Background: an optimization exercise with open tools, aiming at small area and a short achievable clock period. Do not read the settings as production practice. Function was not checked in any run shown here: the RTL went through the layout flow alone. No activity file was given, so power comes from the tool's default toggle rates.

`design.v`:
```
module computationTile (
input clk, clear,
input [3:0] opcode,
input cache_ok, mac_last,
input [15:0] input0, input1_wire,
output [15:0] cellOut
);
reg [15:0] R;
wire mac = opcode == 4'd15;
wire cacheOperand = ~clear & (opcode != 4'd8) & ~mac & cache_ok;
wire [15:0] x = input0;
wire [15:0] y = cacheOperand ? R : input1_wire;
wire isadd = opcode[2:0] == 3'd3;
wire [15:0] xg = x & {16{~isadd}};
wire y0a = y[0] | isadd;
wire [15:0] z = ({16{isadd}} & y) | ({16{mac & mac_last}} & R);
wire [15:0] ca = {x[15] ^ opcode[3], x[14:0]};
wire [15:0] cb = {y[15] ^ opcode[3], y[14:0]};
wire [15:0] prod;
wire lt, eq;
wire p1;
wire p2;
wire p3;
wire p4;
wire p5;
wire p6;
wire p7;
wire p8;
wire p9;
wire p10;
wire p11;
wire p12;
wire p13;
wire p14;
wire p15;
wire p16;
wire p17;
wire p18;
wire p19;
wire p20;
wire p21;
wire p22;
wire p23;
wire p24;
wire p25;
wire p26;
wire p27;
wire p28;
wire p29;
wire p30;
wire p31;
wire p32;
wire p33;
wire p34;
wire p35;
wire p36;
wire p37;
wire p38;
wire p39;
wire p40;
wire p41;
wire p42;
wire p43;
wire p44;
wire p45;
wire p46;
wire p47;
wire p48;
wire p49;
wire p50;
wire p51;
wire p52;
wire p53;
wire p54;
wire p55;
wire p56;
wire p57;
wire p58;
wire p59;
wire p60;
wire p61;
wire p62;
wire p63;
wire p64;
wire p65;
wire p66;
wire p67;
wire p68;
wire p69;
wire p70;
wire p71;
wire p72;
wire p73;
wire p74;
wire p75;
wire p76;
wire p77;
wire p78;
wire p79;
wire p80;
wire p81;
wire p82;
wire p83;
wire p84;
wire p85;
wire p86;
wire p87;
wire p88;
wire p89;
wire p90;
wire p91;
wire p92;
wire p93;
wire p94;
wire p95;
wire p96;
wire p97;
wire p98;
wire p99;
wire p100;
wire p101;
wire p102;
wire p103;
wire p104;
wire p105;
wire p106;
wire p107;
wire p108;
wire p109;
wire p110;
wire p111;
wire p112;
wire p113;
wire p114;
wire p115;
wire p116;
wire p117;
wire p118;
wire p119;
wire p120;
wire p121;
wire p122;
wire p123;
wire p124;
wire p125;
wire p126;
wire p127;
wire p128;
wire p129;
wire p130;
wire p131;
wire p132;
wire p133;
wire p134;
wire p135;
wire p136;
wire p137;
wire p138;
wire p139;
wire p140;
wire p141;
wire p142;
wire p143;
wire p144;
wire p145;
wire p146;
wire p147;
wire p148;
wire p149;
wire p150;
wire p151;
wire p152;
wire s153;
wire c154;
wire s155;
wire c156;
wire s157;
wire c158;
wire s159;
wire c160;
wire s161;
wire c162;
wire s163;
wire c164;
wire s165;
wire c166;
wire s167;
wire c168;
wire s169;
wire c170;
wire s171;
wire c172;
wire s173;
wire c174;
wire s175;
wire c176;
wire s177;
wire c178;
wire s179;
wire c180;
wire s181;
wire c182;
wire s183;
wire c184;
wire s185;
wire c186;
wire s187;
wire c188;
wire s189;
wire c190;
wire s191;
wire c192;
wire s193;
wire c194;
wire s195;
wire c196;
wire s197;
wire c198;
wire s199;
wire c200;
wire s201;
wire c202;
wire s203;
wire c204;
wire s205;
wire c206;
wire s207;
wire c208;
wire s209;
wire c210;
wire s211;
wire c212;
wire s213;
wire c214;
wire s215;
wire c216;
wire s217;
wire c218;
wire s219;
wire c220;
wire s221;
wire c222;
wire s223;
wire c224;
wire s225;
wire c226;
wire s227;
wire c228;
wire s229;
wire c230;
wire s231;
wire c232;
wire s233;
wire c234;
wire s235;
wire c236;
wire s237;
wire c238;
wire s239;
wire c240;
wire s241;
wire c242;
wire s243;
wire c244;
wire s245;
wire c246;
wire s247;
wire c248;
wire s249;
wire c250;
wire s251;
wire c252;
wire s253;
wire c254;
wire s255;
wire c256;
wire s257;
wire c258;
wire s259;
wire c260;
wire s261;
wire c262;
wire s263;
wire c264;
wire s265;
wire c266;
wire s267;
wire c268;
wire s269;
wire c270;
wire s271;
wire c272;
wire s273;
wire c274;
wire s275;
wire c276;
wire s277;
wire c278;
wire s279;
wire c280;
wire s281;
wire c282;
wire s283;
wire c284;
wire s285;
wire c286;
wire s287;
wire c288;
wire s289;
wire c290;
wire s291;
wire c292;
wire s293;
wire c294;
wire s295;
wire c296;
wire s297;
wire c298;
wire s299;
wire c300;
wire s301;
wire c302;
wire s303;
wire c304;
wire s305;
wire c306;
wire s307;
wire c308;
wire s309;
wire c310;
wire s311;
wire c312;
wire s313;
wire c314;
wire s315;
wire c316;
wire s317;
wire c318;
wire s319;
wire c320;
wire s321;
wire c322;
wire s323;
wire c324;
wire s325;
wire c326;
wire s327;
wire c328;
wire s329;
wire c330;
wire s331;
wire c332;
wire s333;
wire c334;
wire s335;
wire c336;
wire s337;
wire c338;
wire s339;
wire c340;
wire s341;
wire c342;
wire s343;
wire c344;
wire s345;
wire c346;
wire s347;
wire c348;
wire s349;
wire c350;
wire s351;
wire c352;
wire s353;
wire c354;
wire s355;
wire c356;
wire s357;
wire c358;
wire s359;
wire c360;
wire s361;
wire c362;
wire s363;
wire c364;
wire s365;
wire c366;
wire s367;
wire c368;
wire s369;
wire c370;
wire s371;
wire c372;
wire s373;
wire c374;
wire s375;
wire c376;
wire s377;
wire c378;
wire s379;
wire c380;
wire s381;
wire c382;
wire s383;
wire c384;
wire s385;
wire c386;
wire s387;
wire c388;
wire s389;
wire c390;
wire s391;
wire c392;
wire g393;
wire t394;
wire g395;
wire t396;
wire g397;
wire t398;
wire g399;
wire t400;
wire g401;
wire t402;
wire g403;
wire t404;
wire g405;
wire t406;
wire g407;
wire t408;
wire g409;
wire t410;
wire g411;
wire t412;
wire g413;
wire t414;
wire g415;
wire t416;
wire g417;
wire t418;
wire g419;
wire t420;
wire g421;
wire t422;
wire g423;
wire t424;
wire G425;
wire P426;
wire G427;
wire P428;
wire G429;
wire P430;
wire G431;
wire P432;
wire G433;
wire P434;
wire G435;
wire P436;
wire G437;
wire P438;
wire G439;
wire P440;
wire G441;
wire P442;
wire G443;
wire P444;
wire G445;
wire P446;
wire G447;
wire P448;
wire G449;
wire P450;
wire G451;
wire P452;
wire G453;
wire P454;
wire G455;
wire P456;
wire G457;
wire P458;
wire G459;
wire P460;
wire G461;
wire P462;
wire G463;
wire P464;
wire G465;
wire P466;
wire G467;
wire P468;
wire G469;
wire P470;
wire G471;
wire P472;
wire G473;
wire P474;
wire G475;
wire P476;
wire G477;
wire P478;
wire G479;
wire P480;
wire G481;
wire P482;
wire G483;
wire P484;
wire G485;
wire P486;
wire G487;
wire P488;
wire l489;
wire e490;
wire l491;
wire e492;
wire l493;
wire e494;
wire l495;
wire e496;
wire l497;
wire e498;
wire l499;
wire e500;
wire l501;
wire e502;
wire l503;
wire e504;
wire l505;
wire e506;
wire l507;
wire e508;
wire l509;
wire e510;
wire l511;
wire e512;
wire l513;
wire e514;
wire l515;
wire e516;
wire l517;
wire e518;
wire l519;
wire e520;
wire l521;
wire e522;
wire l523;
wire e524;
wire l525;
wire e526;
wire l527;
wire e528;
wire l529;
wire e530;
wire l531;
wire e532;
wire l533;
wire e534;
wire l535;
wire e536;
wire l537;
wire e538;
wire l539;
wire e540;
wire l541;
wire e542;
wire l543;
wire e544;
wire l545;
wire e546;
wire l547;
wire e548;
wire l549;
wire e550;
assign p1 = (x[0] & y0a);
assign p2 = z[0];
assign p3 = (x[1] & y0a);
assign p4 = (xg[0] & y[1]);
assign p5 = z[1];
assign p6 = (x[2] & y0a);
assign p7 = (xg[1] & y[1]);
assign p8 = (xg[0] & y[2]);
assign p9 = z[2];
assign p10 = (x[3] & y0a);
assign p11 = (xg[2] & y[1]);
assign p12 = (xg[1] & y[2]);
assign p13 = (xg[0] & y[3]);
assign p14 = z[3];
assign p15 = (x[4] & y0a);
assign p16 = (xg[3] & y[1]);
assign p17 = (xg[2] & y[2]);
assign p18 = (xg[1] & y[3]);
assign p19 = (xg[0] & y[4]);
assign p20 = z[4];
assign p21 = (x[5] & y0a);
assign p22 = (xg[4] & y[1]);
assign p23 = (xg[3] & y[2]);
assign p24 = (xg[2] & y[3]);
assign p25 = (xg[1] & y[4]);
assign p26 = (xg[0] & y[5]);
assign p27 = z[5];
assign p28 = (x[6] & y0a);
assign p29 = (xg[5] & y[1]);
assign p30 = (xg[4] & y[2]);
assign p31 = (xg[3] & y[3]);
assign p32 = (xg[2] & y[4]);
assign p33 = (xg[1] & y[5]);
assign p34 = (xg[0] & y[6]);
assign p35 = z[6];
assign p36 = (x[7] & y0a);
assign p37 = (xg[6] & y[1]);
assign p38 = (xg[5] & y[2]);
assign p39 = (xg[4] & y[3]);
assign p40 = (xg[3] & y[4]);
assign p41 = (xg[2] & y[5]);
assign p42 = (xg[1] & y[6]);
assign p43 = (xg[0] & y[7]);
assign p44 = z[7];
assign p45 = (x[8] & y0a);
assign p46 = (xg[7] & y[1]);
assign p47 = (xg[6] & y[2]);
assign p48 = (xg[5] & y[3]);
assign p49 = (xg[4] & y[4]);
assign p50 = (xg[3] & y[5]);
assign p51 = (xg[2] & y[6]);
assign p52 = (xg[1] & y[7]);
assign p53 = (xg[0] & y[8]);
assign p54 = z[8];
assign p55 = (x[9] & y0a);
assign p56 = (xg[8] & y[1]);
assign p57 = (xg[7] & y[2]);
assign p58 = (xg[6] & y[3]);
assign p59 = (xg[5] & y[4]);
assign p60 = (xg[4] & y[5]);
assign p61 = (xg[3] & y[6]);
assign p62 = (xg[2] & y[7]);
assign p63 = (xg[1] & y[8]);
assign p64 = (xg[0] & y[9]);
assign p65 = z[9];
assign p66 = (x[10] & y0a);
assign p67 = (xg[9] & y[1]);
assign p68 = (xg[8] & y[2]);
assign p69 = (xg[7] & y[3]);
assign p70 = (xg[6] & y[4]);
assign p71 = (xg[5] & y[5]);
assign p72 = (xg[4] & y[6]);
assign p73 = (xg[3] & y[7]);
assign p74 = (xg[2] & y[8]);
assign p75 = (xg[1] & y[9]);
assign p76 = (xg[0] & y[10]);
assign p77 = z[10];
assign p78 = (x[11] & y0a);
assign p79 = (xg[10] & y[1]);
assign p80 = (xg[9] & y[2]);
assign p81 = (xg[8] & y[3]);
assign p82 = (xg[7] & y[4]);
assign p83 = (xg[6] & y[5]);
assign p84 = (xg[5] & y[6]);
assign p85 = (xg[4] & y[7]);
assign p86 = (xg[3] & y[8]);
assign p87 = (xg[2] & y[9]);
assign p88 = (xg[1] & y[10]);
assign p89 = (xg[0] & y[11]);
assign p90 = z[11];
assign p91 = (x[12] & y0a);
assign p92 = (xg[11] & y[1]);
assign p93 = (xg[10] & y[2]);
assign p94 = (xg[9] & y[3]);
assign p95 = (xg[8] & y[4]);
assign p96 = (xg[7] & y[5]);
assign p97 = (xg[6] & y[6]);
assign p98 = (xg[5] & y[7]);
assign p99 = (xg[4] & y[8]);
assign p100 = (xg[3] & y[9]);
assign p101 = (xg[2] & y[10]);
assign p102 = (xg[1] & y[11]);
assign p103 = (xg[0] & y[12]);
assign p104 = z[12];
assign p105 = (x[13] & y0a);
assign p106 = (xg[12] & y[1]);
assign p107 = (xg[11] & y[2]);
assign p108 = (xg[10] & y[3]);
assign p109 = (xg[9] & y[4]);
assign p110 = (xg[8] & y[5]);
assign p111 = (xg[7] & y[6]);
assign p112 = (xg[6] & y[7]);
assign p113 = (xg[5] & y[8]);
assign p114 = (xg[4] & y[9]);
assign p115 = (xg[3] & y[10]);
assign p116 = (xg[2] & y[11]);
assign p117 = (xg[1] & y[12]);
assign p118 = (xg[0] & y[13]);
assign p119 = z[13];
assign p120 = (x[14] & y0a);
assign p121 = (xg[13] & y[1]);
assign p122 = (xg[12] & y[2]);
assign p123 = (xg[11] & y[3]);
assign p124 = (xg[10] & y[4]);
assign p125 = (xg[9] & y[5]);
assign p126 = (xg[8] & y[6]);
assign p127 = (xg[7] & y[7]);
assign p128 = (xg[6] & y[8]);
assign p129 = (xg[5] & y[9]);
assign p130 = (xg[4] & y[10]);
assign p131 = (xg[3] & y[11]);
assign p132 = (xg[2] & y[12]);
assign p133 = (xg[1] & y[13]);
assign p134 = (xg[0] & y[14]);
assign p135 = z[14];
assign p136 = (x[15] & y0a);
assign p137 = (xg[14] & y[1]);
assign p138 = (xg[13] & y[2]);
assign p139 = (xg[12] & y[3]);
assign p140 = (xg[11] & y[4]);
assign p141 = (xg[10] & y[5]);
assign p142 = (xg[9] & y[6]);
assign p143 = (xg[8] & y[7]);
assign p144 = (xg[7] & y[8]);
assign p145 = (xg[6] & y[9]);
assign p146 = (xg[5] & y[10]);
assign p147 = (xg[4] & y[11]);
assign p148 = (xg[3] & y[12]);
assign p149 = (xg[2] & y[13]);
assign p150 = (xg[1] & y[14]);
assign p151 = (xg[0] & y[15]);
assign p152 = z[15];
assign s153 = p91 ^ p92;
assign c154 = p91 & p92;
assign s155 = p105 ^ p106 ^ p107;
assign c156 = (p105 & p106) | (p105 & p107) | (p106 & p107);
assign s157 = p108 ^ p109;
assign c158 = p108 & p109;
assign s159 = p120 ^ p121 ^ p122;
assign c160 = (p120 & p121) | (p120 & p122) | (p121 & p122);
assign s161 = p123 ^ p124 ^ p125;
assign c162 = (p123 & p124) | (p123 & p125) | (p124 & p125);
assign s163 = p126 ^ p127;
assign c164 = p126 & p127;
assign s165 = p136 ^ p137 ^ p138;
assign c166 = (p136 & p137) | (p136 & p138) | (p137 & p138);
assign s167 = p139 ^ p140 ^ p141;
assign c168 = (p139 & p140) | (p139 & p141) | (p140 & p141);
assign s169 = p142 ^ p143 ^ p144;
assign c170 = (p142 & p143) | (p142 & p144) | (p143 & p144);
assign s171 = p145 ^ p146;
assign c172 = p145 & p146;
assign s173 = p45 ^ p46;
assign c174 = p45 & p46;
assign s175 = p55 ^ p56 ^ p57;
assign c176 = (p55 & p56) | (p55 & p57) | (p56 & p57);
assign s177 = p58 ^ p59;
assign c178 = p58 & p59;
assign s179 = p66 ^ p67 ^ p68;
assign c180 = (p66 & p67) | (p66 & p68) | (p67 & p68);
assign s181 = p69 ^ p70 ^ p71;
assign c182 = (p69 & p70) | (p69 & p71) | (p70 & p71);
assign s183 = p72 ^ p73;
assign c184 = p72 & p73;
assign s185 = p78 ^ p79 ^ p80;
assign c186 = (p78 & p79) | (p78 & p80) | (p79 & p80);
assign s187 = p81 ^ p82 ^ p83;
assign c188 = (p81 & p82) | (p81 & p83) | (p82 & p83);
assign s189 = p84 ^ p85 ^ p86;
assign c190 = (p84 & p85) | (p84 & p86) | (p85 & p86);
assign s191 = p87 ^ p88;
assign c192 = p87 & p88;
assign s193 = p93 ^ p94 ^ p95;
assign c194 = (p93 & p94) | (p93 & p95) | (p94 & p95);
assign s195 = p96 ^ p97 ^ p98;
assign c196 = (p96 & p97) | (p96 & p98) | (p97 & p98);
assign s197 = p99 ^ p100 ^ p101;
assign c198 = (p99 & p100) | (p99 & p101) | (p100 & p101);
assign s199 = p102 ^ p103 ^ p104;
assign c200 = (p102 & p103) | (p102 & p104) | (p103 & p104);
assign s201 = p110 ^ p111 ^ p112;
assign c202 = (p110 & p111) | (p110 & p112) | (p111 & p112);
assign s203 = p113 ^ p114 ^ p115;
assign c204 = (p113 & p114) | (p113 & p115) | (p114 & p115);
assign s205 = p116 ^ p117 ^ p118;
assign c206 = (p116 & p117) | (p116 & p118) | (p117 & p118);
assign s207 = p119 ^ s155 ^ s157;
assign c208 = (p119 & s155) | (p119 & s157) | (s155 & s157);
assign s209 = p128 ^ p129 ^ p130;
assign c210 = (p128 & p129) | (p128 & p130) | (p129 & p130);
assign s211 = p131 ^ p132 ^ p133;
assign c212 = (p131 & p132) | (p131 & p133) | (p132 & p133);
assign s213 = p134 ^ p135 ^ s159;
assign c214 = (p134 & p135) | (p134 & s159) | (p135 & s159);
assign s215 = s161 ^ s163 ^ c156;
assign c216 = (s161 & s163) | (s161 & c156) | (s163 & c156);
assign s217 = p147 ^ p148 ^ p149;
assign c218 = (p147 & p148) | (p147 & p149) | (p148 & p149);
assign s219 = p150 ^ p151 ^ p152;
assign c220 = (p150 & p151) | (p150 & p152) | (p151 & p152);
assign s221 = s165 ^ s167 ^ s169;
assign c222 = (s165 & s167) | (s165 & s169) | (s167 & s169);
assign s223 = s171 ^ c160 ^ c162;
assign c224 = (s171 & c160) | (s171 & c162) | (c160 & c162);
assign s225 = p21 ^ p22;
assign c226 = p21 & p22;
assign s227 = p28 ^ p29 ^ p30;
assign c228 = (p28 & p29) | (p28 & p30) | (p29 & p30);
assign s229 = p31 ^ p32;
assign c230 = p31 & p32;
assign s231 = p36 ^ p37 ^ p38;
assign c232 = (p36 & p37) | (p36 & p38) | (p37 & p38);
assign s233 = p39 ^ p40 ^ p41;
assign c234 = (p39 & p40) | (p39 & p41) | (p40 & p41);
assign s235 = p42 ^ p43;
assign c236 = p42 & p43;
assign s237 = p47 ^ p48 ^ p49;
assign c238 = (p47 & p48) | (p47 & p49) | (p48 & p49);
assign s239 = p50 ^ p51 ^ p52;
assign c240 = (p50 & p51) | (p50 & p52) | (p51 & p52);
assign s241 = p53 ^ p54 ^ s173;
assign c242 = (p53 & p54) | (p53 & s173) | (p54 & s173);
assign s243 = p60 ^ p61 ^ p62;
assign c244 = (p60 & p61) | (p60 & p62) | (p61 & p62);
assign s245 = p63 ^ p64 ^ p65;
assign c246 = (p63 & p64) | (p63 & p65) | (p64 & p65);
assign s247 = s175 ^ s177 ^ c174;
assign c248 = (s175 & s177) | (s175 & c174) | (s177 & c174);
assign s249 = p74 ^ p75 ^ p76;
assign c250 = (p74 & p75) | (p74 & p76) | (p75 & p76);
assign s251 = p77 ^ s179 ^ s181;
assign c252 = (p77 & s179) | (p77 & s181) | (s179 & s181);
assign s253 = s183 ^ c176 ^ c178;
assign c254 = (s183 & c176) | (s183 & c178) | (c176 & c178);
assign s255 = p89 ^ p90 ^ s185;
assign c256 = (p89 & p90) | (p89 & s185) | (p90 & s185);
assign s257 = s187 ^ s189 ^ s191;
assign c258 = (s187 & s189) | (s187 & s191) | (s189 & s191);
assign s259 = c180 ^ c182 ^ c184;
assign c260 = (c180 & c182) | (c180 & c184) | (c182 & c184);
assign s261 = s153 ^ s193 ^ s195;
assign c262 = (s153 & s193) | (s153 & s195) | (s193 & s195);
assign s263 = s197 ^ s199 ^ c186;
assign c264 = (s197 & s199) | (s197 & c186) | (s199 & c186);
assign s265 = c188 ^ c190 ^ c192;
assign c266 = (c188 & c190) | (c188 & c192) | (c190 & c192);
assign s267 = c154 ^ s201 ^ s203;
assign c268 = (c154 & s201) | (c154 & s203) | (s201 & s203);
assign s269 = s205 ^ s207 ^ c194;
assign c270 = (s205 & s207) | (s205 & c194) | (s207 & c194);
assign s271 = c196 ^ c198 ^ c200;
assign c272 = (c196 & c198) | (c196 & c200) | (c198 & c200);
assign s273 = c158 ^ s209 ^ s211;
assign c274 = (c158 & s209) | (c158 & s211) | (s209 & s211);
assign s275 = s213 ^ s215 ^ c202;
assign c276 = (s213 & s215) | (s213 & c202) | (s215 & c202);
assign s277 = c204 ^ c206 ^ c208;
assign c278 = (c204 & c206) | (c204 & c208) | (c206 & c208);
assign s279 = c164 ^ s217 ^ s219;
assign c280 = (c164 & s217) | (c164 & s219) | (s217 & s219);
assign s281 = s221 ^ s223 ^ c210;
assign c282 = (s221 & s223) | (s221 & c210) | (s223 & c210);
assign s283 = c212 ^ c214 ^ c216;
assign c284 = (c212 & c214) | (c212 & c216) | (c214 & c216);
assign s285 = p10 ^ p11;
assign c286 = p10 & p11;
assign s287 = p15 ^ p16 ^ p17;
assign c288 = (p15 & p16) | (p15 & p17) | (p16 & p17);
assign s289 = p18 ^ p19;
assign c290 = p18 & p19;
assign s291 = p23 ^ p24 ^ p25;
assign c292 = (p23 & p24) | (p23 & p25) | (p24 & p25);
assign s293 = p26 ^ p27 ^ s225;
assign c294 = (p26 & p27) | (p26 & s225) | (p27 & s225);
assign s295 = p33 ^ p34 ^ p35;
assign c296 = (p33 & p34) | (p33 & p35) | (p34 & p35);
assign s297 = s227 ^ s229 ^ c226;
assign c298 = (s227 & s229) | (s227 & c226) | (s229 & c226);
assign s299 = p44 ^ s231 ^ s233;
assign c300 = (p44 & s231) | (p44 & s233) | (s231 & s233);
assign s301 = s235 ^ c228 ^ c230;
assign c302 = (s235 & c228) | (s235 & c230) | (c228 & c230);
assign s303 = s237 ^ s239 ^ s241;
assign c304 = (s237 & s239) | (s237 & s241) | (s239 & s241);
assign s305 = c232 ^ c234 ^ c236;
assign c306 = (c232 & c234) | (c232 & c236) | (c234 & c236);
assign s307 = s243 ^ s245 ^ s247;
assign c308 = (s243 & s245) | (s243 & s247) | (s245 & s247);
assign s309 = c238 ^ c240 ^ c242;
assign c310 = (c238 & c240) | (c238 & c242) | (c240 & c242);
assign s311 = s249 ^ s251 ^ s253;
assign c312 = (s249 & s251) | (s249 & s253) | (s251 & s253);
assign s313 = c244 ^ c246 ^ c248;
assign c314 = (c244 & c246) | (c244 & c248) | (c246 & c248);
assign s315 = s255 ^ s257 ^ s259;
assign c316 = (s255 & s257) | (s255 & s259) | (s257 & s259);
assign s317 = c250 ^ c252 ^ c254;
assign c318 = (c250 & c252) | (c250 & c254) | (c252 & c254);
assign s319 = s261 ^ s263 ^ s265;
assign c320 = (s261 & s263) | (s261 & s265) | (s263 & s265);
assign s321 = c256 ^ c258 ^ c260;
assign c322 = (c256 & c258) | (c256 & c260) | (c258 & c260);
assign s323 = s267 ^ s269 ^ s271;
assign c324 = (s267 & s269) | (s267 & s271) | (s269 & s271);
assign s325 = c262 ^ c264 ^ c266;
assign c326 = (c262 & c264) | (c262 & c266) | (c264 & c266);
assign s327 = s273 ^ s275 ^ s277;
assign c328 = (s273 & s275) | (s273 & s277) | (s275 & s277);
assign s329 = c268 ^ c270 ^ c272;
assign c330 = (c268 & c270) | (c268 & c272) | (c270 & c272);
assign s331 = s279 ^ s281 ^ s283;
assign c332 = (s279 & s281) | (s279 & s283) | (s281 & s283);
assign s333 = c274 ^ c276 ^ c278;
assign c334 = (c274 & c276) | (c274 & c278) | (c276 & c278);
assign s335 = p6 ^ p7;
assign c336 = p6 & p7;
assign s337 = p12 ^ p13 ^ p14;
assign c338 = (p12 & p13) | (p12 & p14) | (p13 & p14);
assign s339 = p20 ^ s287 ^ s289;
assign c340 = (p20 & s287) | (p20 & s289) | (s287 & s289);
assign s341 = s291 ^ s293 ^ c288;
assign c342 = (s291 & s293) | (s291 & c288) | (s293 & c288);
assign s343 = s295 ^ s297 ^ c292;
assign c344 = (s295 & s297) | (s295 & c292) | (s297 & c292);
assign s345 = s299 ^ s301 ^ c296;
assign c346 = (s299 & s301) | (s299 & c296) | (s301 & c296);
assign s347 = s303 ^ s305 ^ c300;
assign c348 = (s303 & s305) | (s303 & c300) | (s305 & c300);
assign s349 = s307 ^ s309 ^ c304;
assign c350 = (s307 & s309) | (s307 & c304) | (s309 & c304);
assign s351 = s311 ^ s313 ^ c308;
assign c352 = (s311 & s313) | (s311 & c308) | (s313 & c308);
assign s353 = s315 ^ s317 ^ c312;
assign c354 = (s315 & s317) | (s315 & c312) | (s317 & c312);
assign s355 = s319 ^ s321 ^ c316;
assign c356 = (s319 & s321) | (s319 & c316) | (s321 & c316);
assign s357 = s323 ^ s325 ^ c320;
assign c358 = (s323 & s325) | (s323 & c320) | (s325 & c320);
assign s359 = s327 ^ s329 ^ c324;
assign c360 = (s327 & s329) | (s327 & c324) | (s329 & c324);
assign s361 = s331 ^ s333 ^ c328;
assign c362 = (s331 & s333) | (s331 & c328) | (s333 & c328);
assign s363 = p3 ^ p4;
assign c364 = p3 & p4;
assign s365 = p8 ^ p9 ^ s335;
assign c366 = (p8 & p9) | (p8 & s335) | (p9 & s335);
assign s367 = s285 ^ s337 ^ c336;
assign c368 = (s285 & s337) | (s285 & c336) | (s337 & c336);
assign s369 = c286 ^ s339 ^ c338;
assign c370 = (c286 & s339) | (c286 & c338) | (s339 & c338);
assign s371 = c290 ^ s341 ^ c340;
assign c372 = (c290 & s341) | (c290 & c340) | (s341 & c340);
assign s373 = c294 ^ s343 ^ c342;
assign c374 = (c294 & s343) | (c294 & c342) | (s343 & c342);
assign s375 = c298 ^ s345 ^ c344;
assign c376 = (c298 & s345) | (c298 & c344) | (s345 & c344);
assign s377 = c302 ^ s347 ^ c346;
assign c378 = (c302 & s347) | (c302 & c346) | (s347 & c346);
assign s379 = c306 ^ s349 ^ c348;
assign c380 = (c306 & s349) | (c306 & c348) | (s349 & c348);
assign s381 = c310 ^ s351 ^ c350;
assign c382 = (c310 & s351) | (c310 & c350) | (s351 & c350);
assign s383 = c314 ^ s353 ^ c352;
assign c384 = (c314 & s353) | (c314 & c352) | (s353 & c352);
assign s385 = c318 ^ s355 ^ c354;
assign c386 = (c318 & s355) | (c318 & c354) | (s355 & c354);
assign s387 = c322 ^ s357 ^ c356;
assign c388 = (c322 & s357) | (c322 & c356) | (s357 & c356);
assign s389 = c326 ^ s359 ^ c358;
assign c390 = (c326 & s359) | (c326 & c358) | (s359 & c358);
assign s391 = c330 ^ s361 ^ c360;
assign c392 = (c330 & s361) | (c330 & c360) | (s361 & c360);
assign g393 = p1 & p2;
assign t394 = p1 ^ p2;
assign g395 = p5 & s363;
assign t396 = p5 ^ s363;
assign g397 = s365 & c364;
assign t398 = s365 ^ c364;
assign g399 = s367 & c366;
assign t400 = s367 ^ c366;
assign g401 = s369 & c368;
assign t402 = s369 ^ c368;
assign g403 = s371 & c370;
assign t404 = s371 ^ c370;
assign g405 = s373 & c372;
assign t406 = s373 ^ c372;
assign g407 = s375 & c374;
assign t408 = s375 ^ c374;
assign g409 = s377 & c376;
assign t410 = s377 ^ c376;
assign g411 = s379 & c378;
assign t412 = s379 ^ c378;
assign g413 = s381 & c380;
assign t414 = s381 ^ c380;
assign g415 = s383 & c382;
assign t416 = s383 ^ c382;
assign g417 = s385 & c384;
assign t418 = s385 ^ c384;
assign g419 = s387 & c386;
assign t420 = s387 ^ c386;
assign g421 = s389 & c388;
assign t422 = s389 ^ c388;
assign g423 = s391 & c390;
assign t424 = s391 ^ c390;
assign G425 = g395 | (t396 & g393);
assign P426 = t396 & t394;
assign G427 = g399 | (t400 & g397);
assign P428 = t400 & t398;
assign G429 = g403 | (t404 & g401);
assign P430 = t404 & t402;
assign G431 = g407 | (t408 & g405);
assign P432 = t408 & t406;
assign G433 = g411 | (t412 & g409);
assign P434 = t412 & t410;
assign G435 = g415 | (t416 & g413);
assign P436 = t416 & t414;
assign G437 = g419 | (t420 & g417);
assign P438 = t420 & t418;
assign G439 = g423 | (t424 & g421);
assign P440 = t424 & t422;
assign G441 = g397 | (t398 & G425);
assign P442 = t398 & P426;
assign G443 = G427 | (P428 & G425);
assign P444 = P428 & P426;
assign G445 = g405 | (t406 & G429);
assign P446 = t406 & P430;
assign G447 = G431 | (P432 & G429);
assign P448 = P432 & P430;
assign G449 = g413 | (t414 & G433);
assign P450 = t414 & P434;
assign G451 = G435 | (P436 & G433);
assign P452 = P436 & P434;
assign G453 = g421 | (t422 & G437);
assign P454 = t422 & P438;
assign G455 = G439 | (P440 & G437);
assign P456 = P440 & P438;
assign G457 = g401 | (t402 & G443);
assign P458 = t402 & P444;
assign G459 = G429 | (P430 & G443);
assign P460 = P430 & P444;
assign G461 = G445 | (P446 & G443);
assign P462 = P446 & P444;
assign G463 = G447 | (P448 & G443);
assign P464 = P448 & P444;
assign G465 = g417 | (t418 & G451);
assign P466 = t418 & P452;
assign G467 = G437 | (P438 & G451);
assign P468 = P438 & P452;
assign G469 = G453 | (P454 & G451);
assign P470 = P454 & P452;
assign G471 = G455 | (P456 & G451);
assign P472 = P456 & P452;
assign G473 = g409 | (t410 & G463);
assign P474 = t410 & P464;
assign G475 = G433 | (P434 & G463);
assign P476 = P434 & P464;
assign G477 = G449 | (P450 & G463);
assign P478 = P450 & P464;
assign G479 = G451 | (P452 & G463);
assign P480 = P452 & P464;
assign G481 = G465 | (P466 & G463);
assign P482 = P466 & P464;
assign G483 = G467 | (P468 & G463);
assign P484 = P468 & P464;
assign G485 = G469 | (P470 & G463);
assign P486 = P470 & P464;
assign G487 = G471 | (P472 & G463);
assign P488 = P472 & P464;
assign prod[0] = t394;
assign prod[1] = t396 ^ g393;
assign prod[2] = t398 ^ G425;
assign prod[3] = t400 ^ G441;
assign prod[4] = t402 ^ G443;
assign prod[5] = t404 ^ G457;
assign prod[6] = t406 ^ G459;
assign prod[7] = t408 ^ G461;
assign prod[8] = t410 ^ G463;
assign prod[9] = t412 ^ G473;
assign prod[10] = t414 ^ G475;
assign prod[11] = t416 ^ G477;
assign prod[12] = t418 ^ G479;
assign prod[13] = t420 ^ G481;
assign prod[14] = t422 ^ G483;
assign prod[15] = t424 ^ G485;
assign l489 = ~ca[0] & cb[0];
assign e490 = ~(ca[0] ^ cb[0]);
assign l491 = ~ca[1] & cb[1];
assign e492 = ~(ca[1] ^ cb[1]);
assign l493 = ~ca[2] & cb[2];
assign e494 = ~(ca[2] ^ cb[2]);
assign l495 = ~ca[3] & cb[3];
assign e496 = ~(ca[3] ^ cb[3]);
assign l497 = ~ca[4] & cb[4];
assign e498 = ~(ca[4] ^ cb[4]);
assign l499 = ~ca[5] & cb[5];
assign e500 = ~(ca[5] ^ cb[5]);
assign l501 = ~ca[6] & cb[6];
assign e502 = ~(ca[6] ^ cb[6]);
assign l503 = ~ca[7] & cb[7];
assign e504 = ~(ca[7] ^ cb[7]);
assign l505 = ~ca[8] & cb[8];
assign e506 = ~(ca[8] ^ cb[8]);
assign l507 = ~ca[9] & cb[9];
assign e508 = ~(ca[9] ^ cb[9]);
assign l509 = ~ca[10] & cb[10];
assign e510 = ~(ca[10] ^ cb[10]);
assign l511 = ~ca[11] & cb[11];
assign e512 = ~(ca[11] ^ cb[11]);
assign l513 = ~ca[12] & cb[12];
assign e514 = ~(ca[12] ^ cb[12]);
assign l515 = ~ca[13] & cb[13];
assign e516 = ~(ca[13] ^ cb[13]);
assign l517 = ~ca[14] & cb[14];
assign e518 = ~(ca[14] ^ cb[14]);
assign l519 = ~ca[15] & cb[15];
assign e520 = ~(ca[15] ^ cb[15]);
assign l521 = l491 | (e492 & l489);
assign e522 = e492 & e490;
assign l523 = l495 | (e496 & l493);
assign e524 = e496 & e494;
assign l525 = l499 | (e500 & l497);
assign e526 = e500 & e498;
assign l527 = l503 | (e504 & l501);
assign e528 = e504 & e502;
assign l529 = l507 | (e508 & l505);
assign e530 = e508 & e506;
assign l531 = l511 | (e512 & l509);
assign e532 = e512 & e510;
assign l533 = l515 | (e516 & l513);
assign e534 = e516 & e514;
assign l535 = l519 | (e520 & l517);
assign e536 = e520 & e518;
assign l537 = l523 | (e524 & l521);
assign e538 = e524 & e522;
assign l539 = l527 | (e528 & l525);
assign e540 = e528 & e526;
assign l541 = l531 | (e532 & l529);
assign e542 = e532 & e530;
assign l543 = l535 | (e536 & l533);
assign e544 = e536 & e534;
assign l545 = l539 | (e540 & l537);
assign e546 = e540 & e538;
assign l547 = l543 | (e544 & l541);
assign e548 = e544 & e542;
assign l549 = l547 | (e548 & l545);
assign e550 = e548 & e546;
assign lt = l549;
assign eq = e550;
reg [15:0] g;
always @* begin
    case (opcode[2:0])
    3'd0: g = opcode[3] ? R : ~x;
    3'd1: g = x & y;
    3'd2: g = x | y;
    3'd4: g = opcode[3] ? (lt ? x : y) : {15'b0, lt};
    3'd5: g = opcode[3] ? (lt ? y : x) : {15'b0, lt};
    3'd6: g = {15'b0, eq};
    default: g = 16'd0;
    endcase
end
wire [15:0] f = (opcode[1:0] == 2'd3) ? prod : g;
assign cellOut = f;
always @(posedge clk)
    R <= clear ? 16'd0 : f;
endmodule
module compute_array (
    input clk, clear,
    input [3:0] tile_opcode,
    input [63:0] value_a, value_b,
    output [63:0] wire_out
);
    parameter WORD_BITS = 16;
    parameter TILES = 4;
    reg cache_ok, mac_last;
    always @(posedge clk) begin
        cache_ok <= ~clear & (tile_opcode != 4'd8);
        mac_last <= ~clear & (tile_opcode == 4'd15);
    end
    generate
        genvar i;
        for(i = 0; i < TILES; i = i+1) begin: ctl
            computationTile tile_i(clk, clear, tile_opcode, cache_ok, mac_last,
                value_a[WORD_BITS*(i+1)-1:WORD_BITS*i],
                value_b[WORD_BITS*(i+1)-1:WORD_BITS*i],
                wire_out[WORD_BITS*(i+1)-1:WORD_BITS*i]
            );
        end
    endgenerate
endmodule
```
`run.sh`:
```
#!/bin/bash
# synth_recipe.tcl (not shown) runs the flow's synth.tcl, then flattens the netlist and writes it again
# the make line also repeats each setting of config.mk as NAME=value (left out here)
make -C /OpenROAD-flow-scripts/flow DESIGN_CONFIG=/design/flow/config.mk WORK_HOME=/design/flow/orfs CLKGATE_MAP_FILE= SYNTH_SCRIPT=/design/flow/synth_recipe.tcl finish
```
`config.mk`:
```
export PLATFORM = sky130hd
export DESIGN_NAME = compute_array
export DESIGN_NICKNAME = compute_array
export VERILOG_FILES = /design/flow/design.v
export SDC_FILE = /design/flow/constraint.sdc
export NUM_CORES = 4
export LEC_CHECK = 0
export CAP_MARGIN = 20
export CORE_MARGIN = 2
export CORE_UTILIZATION = 40
export SLEW_MARGIN = 20
```
`constraint.sdc`:
```
create_clock -name core_clock -period 16.0 [get_ports {clk}]
set_input_delay 3.2000 -clock core_clock [delete_from_list [all_inputs] [get_ports {clk}]]
set_output_delay 3.2000 -clock core_clock [all_outputs]
set_load 0.01 [all_outputs]
```
==> results of run 1 <==
[final timing paths]
| kind | slack, ns | startpoint | endpoint |
|---|---|---|---|
| setup / recovery | 1.22 | tile_opcode[3] | wire_out[15] |
| hold reg to reg | 0.85 | ctl[3].tile_i.R[0] | ctl[3].tile_i.R[0] |
| setup reg to reg | 8.15 | cache_ok | ctl[1].tile_i.R[15] |
| hold / removal | 0.85 | ctl[3].tile_i.R[0] | ctl[3].tile_i.R[0] |
[cells by family after synthesis]
kind of cell | count (synthesis) | share of synthesized area, %
adder cells (fa/ha/maj) | 676 | 43.3
multiplexers | 71 | 2.81
buffers and inverters | 758 | 11.1
XOR/XNOR | 156 | 5.55
AO/OA/AOI/OAI | 581 | 14.5
AND/OR/NAND/NOR | 1055 | 17.6
flip-flops | 66 | 5.06
[metal layers]
metal	up-vias	part of all wire, %	GRT usage, %
met5	-	0.042	0
met4	6	3.2	9.50
met3	158	9.0	4.74
met2	1170	46	45.0
met1	11800	42	39.5
li1	10900	-	-
[Yosys cell counts (12+ instances only)]
cell type	instances	share of area (%)
a21oi_1	178	3.4
mux2i_1	58	2.2
o21ai_0	124	2.4
o221ai_1	17	0.57
nor2_1	456	6.6
nor2b_1	65	1.6
xor2_1	34	1.1
buf_1	13	0.19
nand3_1	109	2.1
clkinv_1	12	0.17
nand2_1	291	4.2
nor3_1	61	1.2
dfxtp_1	66	5.1
inv_1	541	7.8
nand4_1	14	0.34
fa_1	380	29
xnor2_1	116	3.9
o22a_1	31	1.0
a22oi_1	21	0.60
clkbuf_1	157	2.3
inv_2	18	0.26
a21o_1	31	0.89
ha_1	296	14
a211oi_1	41	1.2
a221oi_1	41	1.4
[report_power, final]
group          internal [mW]  switching, mW
Sequential             0.204         0.0542
Combinational           1.74           2.04
Clock                  0.130          0.113
[sequential cells by signal, indices dropped and copies added, names as in the netlist]
register / cells
ctl.tile_i.R: 64
mac_last: 1
cache_ok: 1
[area by class of cell]
type / count / area [sq um]
well taps: 855 / 1070
fillers: 6584 / 35400
clock inverters: 2 / 35.0
multi-input cells: 2539 / 21900
inverters: 571 / 2140
clock buffers: 14 / 264
flip-flops and latches: 66 / 1320
repair buffers: 236 / 2280
[critical path, delay by kind of cell]
kind            cells  cell delay (ns)
xor+xnor            1             0.48
fa+ha+maj           6             2.78
compound gates      5             1.03
buf+inv             5             1.65
simple gates        7             2.35
[per-stage QoR]
stage	setup WS (ns)	hold WS (ns)	power (mW)
finish	1.22	0.851	4.28
global route	0.813	0.951	4.76
CTS	1.30	0.853	4.31
detailed placement	1.34	0.837	4.03
global placement	1.53	0.832	4.00
floorplan	2.88	0.779	2.97
==> results.json, run 1 <==
{
  "synth_fp_nets": 4173,
  "slew_headroom_pct": 25.9,
  "rsz0062_at_grt": "no",
  "whs_path_depth": 5,
  "place_area_sq_um": 28700,
  "ir_drop_mv": 0.237,
  "htree_levels": 3,
  "cp-end-kind": "output pin",
  "antenna_found_initial": 3,
  "avgSynthCellArea_sq_um": 7.76,
  "cp_common_cell": "fa_1",
  "mostFrequentLayoutCells": "inv_1, nor2_1, fa_1, ha_1, nand2_1",
  "gp_congestion": 0.933,
  "placed_cells": 4267,
  "finalSetupViolCount": 0,
  "slowest_stage": "or4b_1",
  "min-delay-path-class": "register to register",
  "crit_fanout": 83,
  "area_growth_pct": 11.2,
  "yosys_warnings": 2,
  "row_count": 93,
  "grt-ovfl-total": 0,
  "status": "finished clean",
  "finalMaxSlewViolations": 0,
  "synth_area_sq_um": 26100,
  "viasPerCell": 5.63,
  "synth-async-reset-ratio_pct": 0,
  "ys_ff_latch": 66,
  "clock_path_buffers": 2,
  "ant_nets": 0,
  "path_class": "primary input to output pin",
  "start_util_pct": 40.5,
  "timing.final.crit_share_pct": 92.4,
  "yosysSeqAreaShare_pct": 5.06,
  "grtUsageTotal_pct": 28.5,
  "cts_buffers": 9,
  "chipWidth_um": 259,
  "fin_tns_setup_ns": 0,
  "synth_ff_type": "dfxtp_1",
  "grt_pass1_vias": 23700,
  "max_stage_delay_ns": 0.62,
  "drt_iter0_drc": 2426,
  "cp_cell_sequence": "buf_6 -> or4b_1 -> nand3_4 -> nand2_1 -> nand2_1 -> clkinv_1 -> nor2_1 -> fa_1 -> fa_1 -> inv_1 -> fa_1 -> inv_1 -> fa_1 -> fa_1 -> ha_1 -> o21a_1 -> o21a_1 -> o21ai_0 -> a31oi_1 -> nor2_1 -> xor3_1 -> nor3_1 -> a311o_1 -> clkdlybuf4s50_1",
  "tightest_slew_ns": 1.08,
  "dp_hpwl_um": 72600,
  "drive_above_1_share_pct": 3.82,
  "cts_tree": "built",
  "skew_ns": 0.0202,
  "cts_setup_buffers": 0,
  "grt_pass1_wl_um": 146000,
  "p_per_area_nw_per_um2": 147,
  "final_cells": 4283,
  "synth_cells": 3363,
  "synth-edff-count": 0,
  "clk_latency_ns": 0.41,
  "rr_worst_depth": 25,
  "wire_per_inst_um": 22.2,
  "final_area_sq_um": 29000,
  "io-pin-count": 198,
  "final_util_pct": 45.1,
  "synth_cell_types": 79,
  "hold_buffers": 0,
  "hold_violations": 0,
  "worst-endpoint-arrival_ns": 11.58,
  "drt_first_pass_iters": 5,
  "cts_resized": 0,
  "fmax_mhz": 67.7,
  "die_area_sq_um": 67300,
  "cts.sinks": 66,
  "drv_cap": 0,
  "period_needed_ns": 14.78,
  "n_antenna_cell": 0,
  "clkTransAtPathRegs_ns": 0.07,
  "cts_root_buffer": "clkbuf_16",
  "crit_required_ns": 12.80,
  "drc": 0,
  "finalNetCount": 4233,
  "start_kind": "primary input",
  "mostFrequentLayoutCell": "inv_1",
  "vias": 24100,
  "core_sq_um": 64500,
  "routed_wl_um": 95200,
  "die_h_um": 259,
  "leakagePower_nw": 13.8,
  "io_buffers": 197,
  "grt_max_degree": 105
}
==> inputs of run 2 (changes only) <==
--- a/config.mk
+++ b/config.mk
@@ -9,3 +9,4 @@
 export CORE_MARGIN = 2
 export CORE_UTILIZATION = 40
+export SETUP_SLACK_MARGIN = 2
 export SLEW_MARGIN = 20
==> results.json, run 2 <==
{
  "status": "finished clean",
  "synth_cells": 3363,
  "synth-async-reset-ratio_pct": 0,
  "viasPerCell": 5.62,
  "chipWidth_um": 259,
  "row_count": 93,
  "cts_root_buffer": "clkbuf_16",
  "grt-ovfl-total": 0,
  "cts_buffers": 9,
  "finalNetCount": 4268,
  "reg.largest.list": "ctl.tile_i.R: 64 flops, cache_ok: 1 flops, mac_last: 1 flops",
  "htree_levels": 3,
  "die_h_um": 259,
  "mostFrequentLayoutCells": "inv_1, nor2_1, fa_1, ha_1, nand2_1",
  "crit_fanout": 28,
  "tightest_slew_ns": 1.09,
  "rr_worst_depth": 24,
  "cp-end-kind": "output pin",
  "antenna_found_initial": 2,
  "synth_top_cell_by_area": "fa_1",
  "drc": 0,
  "io_buffers": 197,
  "clkTransAtPathRegs_ns": 0.07,
  "fin_tns_setup_ns": 0,
  "grt_pass1_wl_um": 146000,
  "p_per_area_nw_per_um2": 146,
  "slew_headroom_pct": 25.2,
  "cp.depth": 30,
  "synth-edff-count": 0,
  "hold_violations": 0,
  "drive_above_1_share_pct": 5.54,
  "ys_ff_latch": 66,
  "yosys_warnings": 2,
  "synth_area_sq_um": 26100,
  "min-delay-path-class": "register to register",
  "grt_pass1_vias": 23800,
  "synth.area.top_cells": "fa_1, ha_1, inv_1, nor2_1, dfxtp_1",
  "place_area_sq_um": 28700,
  "top_register": "ctl.tile_i.R",
  "yosysMostFrequentCell": "inv_1",
  "synth_top_area_share_pct": 29.1,
  "gp_congestion": 0.933,
  "final_util_pct": 45.8,
  "fmax_mhz": 73.1,
  "drt_first_pass_iters": 6,
  "skew_ns": 0.0213,
  "finalMaxSlewViolations": 0,
  "finalSetupViolCount": 0,
  "worst-endpoint-arrival_ns": 10.48,
  "cts_tree": "built",
  "final_area_sq_um": 29600,
  "synth_fp_nets": 4173,
  "critPathBufInv": 9,
  "timing.final.crit_share_pct": 85.5,
  "rsz0062_at_grt": "yes",
  "rr_startpoint": "cache_ok",
  "wire_per_inst_um": 22.5,
  "ant_nets": 0,
  "drv_cap": 0,
  "synth_cell_types": 79,
  "ys_top_cells_by_count": "inv_1, nor2_1, fa_1",
  "holdPathEnd": "ctl[3].tile_i.R[0]",
  "grtUsageTotal_pct": 28.6,
  "slowest_stage": "or4b_4",
  "max_stage_delay_ns": 0.64,
  "period_needed_ns": 13.68,
  "grt_max_degree": 105,
  "ff2ff_setup_slack_ns": 8.81,
  "start_util_pct": 40.5,
  "clock_path_buffers": 2,
  "dp_hpwl_um": 72600,
  "core_sq_um": 64500,
  "cts.sinks": 66,
  "crit_required_ns": 12.80,
  "drt_iter0_drc": 2314,
  "path_class": "primary input to output pin",
  "die_area_sq_um": 67300,
  "min_from": "ctl[3].tile_i.R[0]",
  "ir_drop_mv": 0.241,
  "area_growth_pct": 13.2,
  "yosysSeqAreaShare_pct": 5.06,
  "leakagePower_nw": 14.0,
  "avgSynthCellArea_sq_um": 7.76,
  "start_kind": "primary input",
  "mostFrequentLayoutCell": "inv_1",
  "io-pin-count": 198,
  "r2r-end": "ctl[0].tile_i.R[15]",
  "whs_path_depth": 5,
  "routed_wl_um": 97200,
  "synth_ff_type": "dfxtp_1",
  "largest_register_ffs": 64,
  "cp_top_family": "adder cells",
  "clk_latency_ns": 0.41,
  "vias": 24300
}
==> run 2: cell counts after synthesis <==
No cell type changed its count.
==> run 2: power breakdown <==
part	internal, mW	leakage [nW]	switching (mW)
Clock	0.130	0.147	0.114
Combinational	1.77	13.4	2.05
Sequential	0.204	0.546	0.0539
==> run 2: worst reg2reg max path: stages, from the launching register on <==
cell and delay (ns):
dfxtp_1 0.34, nor2b_2 0.45, nand3_4 0.16, buf_4 0.22, nand2_1 0.08, nand2_1 0.25, inv_1 0.50, nor3_1 0.14
fa_1 0.56, inv_1 0.05, fa_1 0.59, fa_1 0.45, fa_1 0.50, fa_1 0.51, fa_1 0.42, xnor2_1 0.21
xnor2_1 0.16, xnor2_1 0.10, xnor2_1 0.26, xnor2_1 0.17, xnor2_1 0.15, xnor2_1 0.16, nor3_1 0.07, a311o_1 0.39
nor2b_1 0.18
==> run 2: layer usage <==
metal  vias up  track usage (%)  share of wire (%)
li1      11000                -                  -
met1     11900             39.5                 42
met2      1175             45.1                 45
met3       163             5.00                9.0
met4         4             9.85                3.5
met5         -                0              0.031
==> run 2: cells by family after synthesis <==
kind of cell	count (synthesis)	synth area share, %
mux	71	2.81
flops	66	5.06
compound gates	581	14.5
simple gates	1055	17.6
buf+inv	758	11.1
fa+ha+maj	676	43.3
xor+xnor	156	5.55
==> run 2: metrics by stage <==
| step | hold slack [ns] | setup slack (ns) | cells | total power [mW] |
|---|---|---|---|---|
| after detailed placement | 0.837 | 1.34 | 4267 | 4.03 |
| after CTS | 0.853 | 2.00 | 4293 | 4.32 |
| after global placement | 0.832 | 1.53 | 4267 | 4.00 |
| after global routing | 0.951 | 1.96 | 4318 | 4.81 |
| after floorplan | 0.779 | 2.88 | 3363 | 2.97 |
| final | 0.876 | 2.32 | 4319 | 4.32 |
==> run 2: worst max-delay path by stage <==
| stage | from | to |
|---|---|---|
| 2_1_floorplan | tile_opcode[3] | wire_out[15] |
| 3_3_place_gp | tile_opcode[3] | wire_out[15] |
| 3_5_place_dp | tile_opcode[1] | wire_out[31] |
| 4_1_cts | tile_opcode[3] | wire_out[47] |
| 5_1_grt | tile_opcode[0] | wire_out[31] |
| 6_report | tile_opcode[0] | wire_out[63] |
==> run 2: area by class of cell <==
class / count / area (sq um)
multi-input cells: 2541 / 22000
clock buffers: 14 / 264
repair buffers: 269 / 2650
diodes: 1 / 2.50
fillers: 6547 / 34900
well taps: 855 / 1070
flip-flops and latches: 66 / 1320
clock inverters: 2 / 35.0
inverters: 571 / 2160
==> run 2: what timing repair did <==
| action | CTS | global route |
|---|---|---|
| gates resized for setup | 13 | 41 |
| hold buffers | 0 | 0 |
| endpoints found under the setup margin | 15 | 12 |
| buffers inserted | 9 | 22 |
| cloned | 1 | 3 |
| pin swaps | 3 | 6 |
==> inputs of run 3 (changes only) <==
--- a/config.mk
+++ b/config.mk
@@ -9,4 +9,4 @@
 export CORE_MARGIN = 2
 export CORE_UTILIZATION = 40
-export SETUP_SLACK_MARGIN = 2
+export SETUP_SLACK_MARGIN = 4
 export SLEW_MARGIN = 20
==> results.json, run 3 <==
{
  "vias": 25000,
  "cts_buffers": 9,
  "hold_buffers": 0,
  "die_area_sq_um": 67300,
  "clock_path_buffers": 2,
  "fmax_mhz": 78.0,
  "ys_top_cells_by_count": "inv_1, nor2_1, fa_1",
  "synth_top_family_by_area": "adder cells",
  "grt_max_degree": 69,
  "crit_fanout": 9,
  "slowest_stage": "or4b_4",
  "synth_fp_nets": 4173,
  "grt_pass1_wl_um": 153000,
  "start_kind": "primary input",
  "cts.sinks": 66,
  "p_per_area_nw_per_um2": 167,
  "hold_violations": 0,
  "synth.area.top_cells": "fa_1, ha_1, inv_1, nor2_1, dfxtp_1",
  "cts_root_buffer": "clkbuf_16",
  "synth_cells": 3363,
  "synth-async-reset-ratio_pct": 0,
  "area_growth_pct": 23.2,
  "tightest_slew_ns": 1.15,
  "viasPerCell": 5.63,
  "start_util_pct": 40.5,
  "cp_top_family": "adder cells",
  "fin_tns_setup_ns": 0,
  "met3_usage_pct": 5.54,
  "synth_xor_area_share_pct": 5.55,
  "synth_cell_types": 79,
  "multi_input_area_sq_um": 23400,
  "fin_ws_ns": 3.18,
  "synth_ff_type": "dfxtp_1",
  "largest_register_ffs": 64,
  "yosysMostFrequentCell": "inv_1",
  "timing.final.crit_share_pct": 80.1,
  "finalMaxSlewViolations": 0,
  "yosys_warnings": 2,
  "swShare_pct": 49.9,
  "leakagePower_nw": 15.0,
  "cts_tree": "built",
  "yosys.area_share.simple_pct": 17.6,
  "synth_top_area_share_pct": 29.1,
  "min-delay-path-class": "register to register",
  "routed_wl_um": 101000,
  "gp_congestion": 0.943,
  "drt_first_pass_iters": 6,
  "cp_common_cell": "fa_1",
  "skew_ns": 0.0169,
  "mostFrequentLayoutCells": "inv_1, nor2_1, fa_1, ha_1, nand2_1",
  "grtUsageMet1_pct": 40.4,
  "post-place-ws_ns": 1.73,
  "ir_drop_mv": 0.256,
  "num-fill-cells": 6392,
  "finalSetupViolCount": 0,
  "row_count": 93,
  "ant_nets": 0,
  "clk_latency_ns": 0.40,
  "use_met2_pct": 47.9,
  "cell_internal_pwr_mw": 2.69,
  "path_class": "primary input to output pin",
  "power_mw": 5.37,
  "worst-endpoint-arrival_ns": 9.62,
  "finalNetCount": 4394,
  "core_sq_um": 64500,
  "drive_above_1_share_pct": 15.3,
  "io-pin-count": 198,
  "synthMuxAreaShare_pct": 2.81,
  "pwr-share-seq_pct": 4.8,
  "ys_ff_latch": 66,
  "avgSynthCellArea_sq_um": 7.76,
  "critPathBufInv": 10,
  "synth-edff-count": 0,
  "yosysSeqAreaShare_pct": 5.06,
  "seq_area_sq_um": 1320,
  "rsz0062_at_grt": "yes",
  "chipWidth_um": 259,
  "status": "finished clean",
  "drc": 0,
  "slew_headroom_pct": 23.1,
  "io_buffers": 197,
  "htree_levels": 3,
  "clockPowerShare_pct": 4.4,
  "drt_iter0_drc": 2229,
  "mostFrequentLayoutCell": "inv_1",
  "max_stage_delay_ns": 0.55,
  "clkTransAtPathRegs_ns": 0.07,
  "dp_hpwl_um": 72400,
  "grt_pass1_vias": 25200,
  "grtUsageTotal_pct": 29.9,
  "drv_cap": 0,
  "synth_top_cell_by_area": "fa_1",
  "wire_per_inst_um": 22.8,
  "antenna_found_initial": 3,
  "reg.largest.list": "ctl.tile_i.R: 64 flops, cache_ok: 1 flops, mac_last: 1 flops",
  "synth_fa_ha_area_share_pct": 43.3,
  "p_switching_mw": 2.68,
  "cp-end-kind": "output pin",
  "synth_area_sq_um": 26100,
  "fin_hold_ws_ns": 0.908,
  "grt-ovfl-total": 0,
  "synth_compound_area_share_pct": 14.5,
  "busiest_layer": "met2",
  "crit_required_ns": 12.80,
  "die_h_um": 259,
  "top_register": "ctl.tile_i.R",
  "period_needed_ns": 12.82,
  "p_comb_share_pct": 90.8
}
==> run 3: cell types whose count changed in the layout (fill, tap and decap cells not counted), moves of 14 or more <==
| cell | delta |
|---|---|
| a21oi_1 | -17 |
| clkdlybuf4s50_1 | -33 |
| inv_1 | -24 |
| nand2_1 | -29 |
| nor2_1 | -14 |
| inv_2 | +14 |
| nand2_4 | +14 |
| buf_4 | +75 |
| buf_2 | +23 |
| ha_1 | -19 |
| buf_6 | +40 |
| ha_4 | +18 |
==> run 3: layout make-up <==
class	count	share of cell area [%]
multi-input combinational	2541	72.8
timing repair buffer	395	11.8
inverter	571	6.93
sequential	66	4.11
tap	855	3.33
clock buffer	13	0.840
clock inverter	2	0.109
antenna	2	0.0156
==> run 3: metrics by stage <==
step / cell area [sq um] / cells / utilization [%]
2_1_floorplan: 26700 / 3363 / -
3_3_place_gp: 29100 / 4264 / 45.2
3_5_place_dp: 29100 / 4264 / 45.2
4_1_cts: 31200 / 4391 / 48.3
5_1_grt: 32200 / 4444 / 49.9
6_report: 32200 / 4445 / 49.9
==> run 3: routing by layer <==
| layer | wire length, um | vias up |
|---|---|---|
| li1 | - | 11300 |
| met1 | 42400 | 12300 |
| met2 | 46200 | 1273 |
| met3 | 9020 | 219 |
| met4 | 3570 | 4 |
| met5 | 26 | - |
==> run 3: power by group through the flow <==
stage | combinational, mW | sequential (mW) | clock (mW)
floorplan | 2.91 | 0.232 | 0
global placement | 3.93 | 0.256 | 0
detailed placement | 3.96 | 0.255 | 0
CTS | 4.43 | 0.253 | 0.241
global route | 5.34 | 0.259 | 0.246
finish | 4.88 | 0.256 | 0.238
==> run 3: repair_timing <==
| item | CTS | global route |
|---|---|---|
| pin swaps | 97 | 113 |
| gates resized for setup | 284 | 162 |
| setup endpoints to repair | 57 | 43 |
| cloned | 6 | 1 |
| buffers inserted | 106 | 51 |
==> run 3: path summary, 6_finish.rpt <==
check / startpoint / end / slack, ns / depth (start not counted)
min reg2reg: ctl[2].tile_i.R[1] / ctl[2].tile_i.R[1] / 0.91 / 3
min: ctl[2].tile_i.R[1] / ctl[2].tile_i.R[1] / 0.91 / 3
max: tile_opcode[0] / wire_out[63] / 3.18 / 28
max reg2reg: cache_ok / ctl[1].tile_i.R[15] / 9.37 / 26
==> run 3: tightest hold or removal path: stages (launching register included) <==
cell and delay, ns:
dfxtp_1 0.33, a22oi_1 0.23, fa_1 0.23, a211oi_1 0.07
==> run 3: logic make-up (layout without fill, tap and decap cells) <==
logic type      count (synthesis)  count (layout)
compound gates                581             581
xor+xnor                      156             156
fa+ha+maj                     676             676
buf+inv                       758             981
flops                          66              66
mux                            71              71
other cells                     0               2
simple gates                 1055            1057
==> inputs of run 4 (changes only) <==
--- a/design.v
+++ b/design.v
@@ -8,10 +8,18 @@
 reg [15:0] R;
 wire mac = opcode == 4'd15;
-wire cacheOperand = ~clear & (opcode != 4'd8) & ~mac & cache_ok;
+wire read = opcode == 4'd8;
+wire arith = opcode[1:0] == 2'd3;           
+wire isadd = opcode[2:0] == 3'd3;           
+wire flagop = ~opcode[3] & (opcode[2:0] == 3'd4 | opcode[2:0] == 3'd5)
+            | opcode[2:0] == 3'd6;           
+wire eqop = opcode[2:0] == 3'd6;
+wire minop = opcode == 4'd12;
+wire maxop = opcode == 4'd13;
+wire cacheOperand = ~clear & ~read & ~mac & cache_ok;
 wire [15:0] x = input0;
-wire [15:0] y = cacheOperand ? R : input1_wire;
-wire isadd = opcode[2:0] == 3'd3;
-wire [15:0] xg = x & {16{~isadd}};
-wire y0a = y[0] | isadd;
+wire [15:0] y = (cacheOperand | read) ? R : input1_wire;
+wire rowsel = arith & ~isadd;
+wire [15:0] xg = x & {16{rowsel}};
+wire y0a = (y[0] | isadd) & arith;
 wire [15:0] z = ({16{isadd}} & y) | ({16{mac & mac_last}} & R);
 wire [15:0] ca = {x[15] ^ opcode[3], x[14:0]};
@@ -1137,17 +1145,12 @@
 assign lt = l549;
 assign eq = e550;
-reg [15:0] g;
-always @* begin
-    case (opcode[2:0])
-    3'd0: g = opcode[3] ? R : ~x;
-    3'd1: g = x & y;
-    3'd2: g = x | y;
-    3'd4: g = opcode[3] ? (lt ? x : y) : {15'b0, lt};
-    3'd5: g = opcode[3] ? (lt ? y : x) : {15'b0, lt};
-    3'd6: g = {15'b0, eq};
-    default: g = 16'd0;
-    endcase
-end
-wire [15:0] f = (opcode[1:0] == 2'd3) ? prod : g;
+wire t_and = opcode[2:0] == 3'd1;
+wire t_x = opcode[2:0] == 3'd2 | (minop & lt) | (maxop & ~lt);
+wire t_y = opcode[2:0] == 3'd2 | (minop & ~lt) | (maxop & lt) | read;
+wire t_nx = opcode == 4'd0;
+wire [15:0] g = (x & y & {16{t_and}}) | (x & {16{t_x}}) | (y & {16{t_y}})
+              | (~x & {16{t_nx}});
+wire bit0 = flagop & (eqop ? eq : lt);
+wire [15:0] f = prod | g | {15'b0, bit0};
 assign cellOut = f;
 always @(posedge clk)
--- a/config.mk
+++ b/config.mk
@@ -9,4 +9,4 @@
 export CORE_MARGIN = 2
 export CORE_UTILIZATION = 40
-export SETUP_SLACK_MARGIN = 4
+export SETUP_SLACK_MARGIN = 2
 export SLEW_MARGIN = 20
==> results.json, run 4 <==
{
  "reg.largest.list": "ctl.tile_i.R: 64 flops, cache_ok: 1 flops, mac_last: 1 flops",
  "p_per_area_nw_per_um2": 57.6,
  "finalSetupViolCount": 0,
  "cts_buffers": 9,
  "hold_violations": 0,
  "drt_iter0_drc": 1963,
  "synth_area_sq_um": 23200,
  "yosysSeqAreaShare_pct": 5.69,
  "row_count": 88,
  "slew_headroom_pct": 29.7,
  "drive_above_1_share_pct": 4.41,
  "worst-endpoint-arrival_ns": 10.56,
  "hold_buffers": 0,
  "n_antenna_cell": 0,
  "die_h_um": 245,
  "clock_path_buffers": 2,
  "avgSynthCellArea_sq_um": 8.20,
  "vias": 21000,
  "chipWidth_um": 245,
  "io_buffers": 197,
  "cts.sinks": 66,
  "tightest_slew_ns": 1.05,
  "clk_latency_ns": 0.40,
  "viasPerCell": 5.58,
  "antenna_found_initial": 3,
  "start_util_pct": 40.4,
  "ant_nets": 0,
  "timing.final.crit_share_pct": 86.0,
  "top_register": "ctl.tile_i.R",
  "synth_ff_type": "dfxtp_1",
  "cp_cell_sequence": "clkbuf_4 -> buf_4 -> nand3_1 -> buf_4 -> nor3_1 -> fa_1 -> fa_1 -> inv_1 -> fa_1 -> fa_1 -> fa_1 -> fa_1 -> xnor2_1 -> xnor2_1 -> xnor2_1 -> xnor2_1 -> xnor2_1 -> xnor2_1 -> xnor2_1 -> xnor2_2 -> xnor3_1 -> nand2_1 -> clkdlybuf4s50_1",
  "crit_required_ns": 12.80,
  "grt_pass1_vias": 22300,
  "skew_ns": 0.0188,
  "cts_root_buffer": "clkbuf_16",
  "core_sq_um": 57500,
  "io-pin-count": 198,
  "status": "finished clean",
  "synth.area.top_cells": "fa_1, ha_1, inv_1, nor2_1, dfxtp_1",
  "synth-async-reset-ratio_pct": 0,
  "fin_tns_setup_ns": 0,
  "ir_drop_mv": 0.0602,
  "fmax_mhz": 72.7,
  "dp_hpwl_um": 66700,
  "routed_wl_um": 85200,
  "grt-ovfl-total": 0,
  "synth_fp_nets": 3582,
  "rr_worst_depth": 23,
  "drc": 0,
  "clkTransAtPathRegs_ns": 0.06,
  "gp_congestion": 0.972,
  "cp_common_cell": "xnor2_1",
  "area_growth_pct": 14.9,
  "ys_top_cells_by_count": "inv_1, nor2_1, fa_1",
  "drt_first_pass_iters": 6,
  "yosys_warnings": 2,
  "die_area_sq_um": 60000,
  "period_needed_ns": 13.76,
  "grt_pass1_wl_um": 131000,
  "finalNetCount": 3741,
  "grt_max_degree": 79,
  "leakagePower_nw": 12.7,
  "slowest_stage": "fa_1",
  "final_util_pct": 46.4,
  "synth_cells": 2832,
  "grtUsageTotal_pct": 28.7,
  "synth_top_area_share_pct": 32.8,
  "cp-end-kind": "output pin",
  "path_class": "primary input to output pin",
  "max_stage_delay_ns": 0.57,
  "rsz0062_at_grt": "yes",
  "ys_ff_latch": 66,
  "largest_register_ffs": 64,
  "mostFrequentLayoutCell": "inv_1",
  "cts_tree": "built",
  "min-delay-path-class": "register to register",
  "mostFrequentLayoutCells": "inv_1, nor2_1, fa_1, ha_1, nand2_1",
  "drv_cap": 0,
  "finalMaxSlewViolations": 0,
  "synth_top_cell_by_area": "fa_1",
  "whs_path_depth": 3,
  "htree_levels": 3,
  "synth-edff-count": 0,
  "synth_cell_types": 65,
  "yosysMostFrequentCell": "inv_1",
  "num-fill-cells": 5731,
  "start_kind": "primary input",
  "crit_fanout": 20,
  "wire_per_inst_um": 22.7
}
run 4: cells by family after synthesis:
| group | after synthesis | share of synthesized area [%] |
|---|---|---|
| simple gates | 909 | 17.5 |
| buf+inv | 640 | 10.7 |
| fa+ha+maj | 616 | 45.5 |
| compound gates | 373 | 10.9 |
| xor+xnor | 145 | 6.01 |
| mux | 83 | 3.66 |
| flops | 66 | 5.69 |
run 4: report_power, final:
part	leakage, nW	switching (mW)	internal [mW]	total, mW
registers	0.549	0.0238	0.196	0.220
clock network	0.169	0.106	0.168	0.273
logic	12.0	0.604	0.437	1.04
run 4: path summary, 6_finish.rpt:
check                      start                  end  slack [ns]
min          ctl[2].tile_i.R[15]  ctl[2].tile_i.R[15]        0.78
max               tile_opcode[2]         wire_out[63]        2.24
min reg2reg  ctl[2].tile_i.R[15]  ctl[2].tile_i.R[15]        0.78
max reg2reg             cache_ok  ctl[1].tile_i.R[15]        8.73
run 4: per-layer routing:
metal | global-route usage [%] | up-vias | routed length, um
met1 | 38.6 | 10400 | 35700
li1 | - | 9316 | -
met2 | 46.0 | 1037 | 38900
met4 | 11.4 | 6 | 3420
met3 | 4.73 | 194 | 7100
met5 | 0 | - | 37
run 4: cell type report:
cell class                 instances  area [sq um]  share of cell area (%)
clock inverter                     5           128                   0.479
sequential                        66          1320                    4.96
timing repair buffer             259          2480                    9.32
inverter                         528          1980                    7.43
multi-input combinational       2127         19600                    73.4
tap                              765           957                    3.59
clock buffer                      10           229                   0.859
run 4: timing repair:
action / CTS / global route
resized for setup: 36 / 20
cloned: 1 / 0
endpoints found under the setup margin: 21 / 5
setup buffers: 1 / 3
hold endpoints to repair: 0 / 0
pin swaps: 1 / 2
run 4: critical path, delay by kind of cell:
family	cells	cell delay [ns]
adders and majority gates	6	3.13
xor gates and xnor gates	9	1.73
buffers and inverters	5	1.54
and+or+nand+nor	3	0.90
run 4: through the flow:
| step | std cells | cell area (sq um) | hold WS, ns | power, mW | setup slack [ns] |
|---|---|---|---|---|---|
| 2_1_floorplan | 2832 | 23200 | 0.699 | 0.833 | 2.87 |
| 3_3_place_gp | 3740 | 26100 | 0.744 | 1.22 | 0.865 |
| 3_5_place_dp | 3740 | 26100 | 0.764 | 1.24 | 0.715 |
| 4_1_cts | 3757 | 26600 | 0.779 | 1.53 | 2.00 |
| 5_1_grt | 3760 | 26700 | 0.848 | 1.64 | 1.99 |
| 6_report | 3760 | 26700 | 0.778 | 1.53 | 2.24 |

==> port drivers added, routing unchanged <==
The flow's constraints put no driver on any port. The routed layouts listed below were extracted and timed again, unchanged, in two steps.
Step 1, drivers: a clkbuf_16 drives clk and a buf_2 each remaining input, both assumed.
Step 2 times the ports against the registers' clock, not the clock port: input delays grow and output delays shrink by t, the midpoint of the rising clock arrivals with the driver on.
Three values: no drivers, after step 1, after step 2; two values: the first two.
run | t, ns | setup WS [ns] | cell pins on the clock port's net
run 1 | 0.459 | 1.222 / 1.163 / 1.163 | 1
run 2 | 0.462 | 2.320 / 2.204 / 2.204 | 1
run 3 | 0.451 | 3.184 / 2.942 / 2.942 | 1
run 4 | 0.451 | 2.240 / 2.154 / 2.154 | 1
After both steps every run listed still meets setup and hold. The setup slack of run 3, which loses most, moves by -0.242 ns with the drivers and by -0.242 ns with both steps.
